Context: an optimization exercise on an open-source flow, tuned for small area. The choices shown serve that exercise and are no tape-out recipe. The RTL was checked by simulation tests, not by an equivalence proof against the original design. Power figures rest on the tool's default switching activity, not on a simulated workload.

## delta
// all_mod
module all_mod(
input clk, rst, wr, rd,
input rx,
input [2:0] addr,
input [7:0] din,
output tx,
output [7:0] dout
    );
For scale: ~1000 cells after synthesis, roughly 390 flip-flops, about 25 I/O pins, ~15000 µm² of cells after synthesis.
make LEC_CHECK=0 CAP_MARGIN=20 CORE_MARGIN=2 CORE_UTILIZATION=65 CTS_BUF_LIST='sky130_fd_sc_hd__clkbuf_4 sky130_fd_sc_hd__clkbuf_8' CTS_CLUSTER_DIAMETER=60 CTS_CLUSTER_SIZE=12 SLEW_MARGIN=20 finish   # period 10.0 ns
run.sh (not shown) runs the stock make flow with config.mk's settings and CLKGATE_MAP_FILE= SYNTH_SCRIPT=/design/flow/synth_recipe.tcl, a recipe that flattens the netlist after the stock synthesis.
The following lists how violet was set up differently from delta:
Settings: CTS_BUF_LIST now sky130_fd_sc_hd__clkbuf_8, was sky130_fd_sc_hd__clkbuf_4 sky130_fd_sc_hd__clkbuf_8; CTS_CLUSTER_SIZE now 16, was 12; CORE_UTILIZATION now 80, was 65; CTS_CLUSTER_DIAMETER now 80, was 60.
## What came out
- In the metrics for delta and violet, the one carrying the higher portion of total power attributed to the clock network is delta.
- Of violet and delta, it is violet that has the lower maximum level of the CTS H-tree.
- met2 track utilization from global routing sits higher in violet than in delta.
- Changes observed in violet relative to delta: shortest clock period the worst path allows after layout now smaller, sequential share of cell area shows an increase of 1.5 points, number of buffer and inverter stages on the critical path picked up an extra 1, fill cell instance count of the final layout dropped about 45%, post-detailed-placement half-perimeter wirelength now sits higher.
- Every run in the comparison, delta and violet, completed the flow with a clean layout.

* * *

all_mod, a different RTL version from the one above (not shown whole).
Settings: LEC_CHECK=0, CAP_MARGIN=20, CORE_MARGIN=2, CORE_UTILIZATION=80, CTS_BUF_LIST=sky130_fd_sc_hd__clkbuf_8, CTS_CLUSTER_DIAMETER=80, CTS_CLUSTER_SIZE=16, SLEW_MARGIN=20; clock period 10.0 ns.
standard.sh (not shown) runs the stock make flow with config.mk's settings and CLKGATE_MAP_FILE= SYNTH_SCRIPT=/design/flow/synth_recipe.tcl, a recipe that flattens the netlist after the stock synthesis.
==> flow/flow/run.sh <==
#!/bin/bash
# The standard layout, with the smallest buffer as the port buffer that
# global placement puts on every input and output, and small buffers in the
# upper levels of the clock tree.
set -euo pipefail
export BUFFER_PORTS_ARGS="-buffer_cell sky130_fd_sc_hd__buf_1"
export CTS_ARGS="-sink_clustering_enable -repair_clock_nets -sink_clustering_size 16 -sink_clustering_max_diameter 80 -buf_list sky130_fd_sc_hd__clkbuf_8 -sink_clustering_buffer sky130_fd_sc_hd__clkbuf_8 -root_buf sky130_fd_sc_hd__clkbuf_4 -tree_buf sky130_fd_sc_hd__clkbuf_4"
export RECOVER_POWER=100
bash standard.sh > standard.log 2>&1
The first run ran to the end with violations: capacitance limit, slew limit.
Then changed:
==> flow/run.sh (new file) <==
#!/bin/bash
# synth_recipe.tcl (not shown) runs the flow's synth.tcl, then flattens the netlist and writes it again
# the make line also repeats each setting of config.mk as NAME=value (left out here)
make -C /OpenROAD-flow-scripts/flow DESIGN_CONFIG=/design/flow/config.mk WORK_HOME=/design/flow/orfs CLKGATE_MAP_FILE= SYNTH_SCRIPT=/design/flow/synth_recipe.tcl finish
removed: flow/flow/run.sh
removed: flow/standard.sh
=>
- Now the flow completed without violations
- final area grows by 1.5%
- sequential share of layout area shrinks by 1.1 points
- maximum frequency went up by 7.8%
- via count climbs by 0.75%
- first-iteration DRC count went down by 11%
- utilization came out higher by 1.3 points
Then changed:
==> flow/flow/run.sh (new file) <==
#!/bin/bash
# The standard layout, with the smallest buffer as the port buffer that
# global placement puts on every input and output, and small buffers in the
# upper levels of the clock tree.
set -euo pipefail
export BUFFER_PORTS_ARGS="-buffer_cell sky130_fd_sc_hd__buf_1"
export CTS_ARGS="-sink_clustering_enable -repair_clock_nets -sink_clustering_size 16 -sink_clustering_max_diameter 80 -buf_list sky130_fd_sc_hd__clkbuf_8 -sink_clustering_buffer sky130_fd_sc_hd__clkbuf_8 -root_buf sky130_fd_sc_hd__clkbuf_4 -tree_buf sky130_fd_sc_hd__clkbuf_4"
bash standard.sh > standard.log 2>&1
==> flow/standard.sh (new file) <==
#!/bin/bash
# synth_recipe.tcl (not shown) runs the flow's synth.tcl, then flattens the netlist and writes it again
# the make line also repeats each setting of config.mk as NAME=value (left out here)
make -C /OpenROAD-flow-scripts/flow DESIGN_CONFIG=/design/flow/config.mk WORK_HOME=/design/flow/orfs CLKGATE_MAP_FILE= SYNTH_SCRIPT=/design/flow/synth_recipe.tcl "${@:-finish}"
removed: flow/run.sh
Via count goes down by 0.74%.
Worst setup slack gains 0.45 ns.
Routed wire length is lower by 2.5%.
Sequential power hardly moves.
Critical path depth went up by 1.
First-iteration DRC count goes up by about 1.8%.
Then changed:
==> flow/run.sh (new file) <==
#!/bin/bash
# synth_recipe.tcl (not shown) runs the flow's synth.tcl, then flattens the netlist and writes it again
# the make line also repeats each setting of config.mk as NAME=value (left out here)
make -C /OpenROAD-flow-scripts/flow DESIGN_CONFIG=/design/flow/config.mk WORK_HOME=/design/flow/orfs CLKGATE_MAP_FILE= SYNTH_SCRIPT=/design/flow/synth_recipe.tcl finish
CTS_BUF_LIST = sky130_fd_sc_hd__clkbuf_16   (was sky130_fd_sc_hd__clkbuf_8)
CTS_CLUSTER_SIZE = 30   (was 16)
removed: flow/flow/run.sh
removed: flow/standard.sh
Outcome:
- routed wire length rises by 6.0%
- synthesized cell count does not change
- die area does not change
- sequential cell count does not change
- sequential share of layout area falls by 0.58 points
- global-route usage rises by 1.5 points
- setup slack got worse by 0.69 ns
- area after synthesis is unchanged
- sequential power stays flat

## static timing again, ports no longer ideal
Ports are ideal in the flow. The routed layouts listed here were re-timed in OpenROAD. Step 1: set_driving_cell puts a clkbuf_16 on clk and a buf_2 on each other input, an assumption about the parent block. Step 2 moves the port delays by t, midway between the first and last clock arrival at a register: inputs arrive t later, outputs are due t later. That takes back most of the time a late clock gives input paths. a / b / c = ideal ports / drivers / drivers and shift; a / b = the first two.
run | t (ns) | setup slack, ns | hold WS [ns] | worst register clock-pin slew, ns | worst data-port slew with drivers (ns)
delta | 0.591 | 4.829 / 4.849 / 4.257 | 0.382 / 0.382 / 0.382 | 0.09 / 0.09 | 0.10
violet | 0.615 | 4.969 / 4.992 / 4.377 | 0.392 / 0.392 / 0.392 | 0.11 / 0.11 | 0.07
the first run of note 2 | 0.764 | 4.722 / 4.739 / 3.974 | 0.385 / 0.385 / 0.385 | 0.11 / 0.11 | 0.06
the second run of note 2 | 0.607 | 5.106 / 5.126 / 4.520 | 0.393 / 0.393 / 0.393 | 0.11 / 0.11 | 0.04
the third run of note 2 | 0.765 | 5.552 / 5.549 / 4.784 | 0.384 / 0.384 / 0.384 | 0.11 / 0.11 | 0.06
the fourth run of note 2 | 0.548 | 4.860 / 4.884 / 4.336 | 0.399 / 0.399 / 0.399 | 0.12 / 0.12 | 0.04
For the third run of note 2, which loses most, drivers alone change the setup slack by -0.003 ns; drivers and shift together by -0.768 ns. Setup slack includes reset recovery checks.
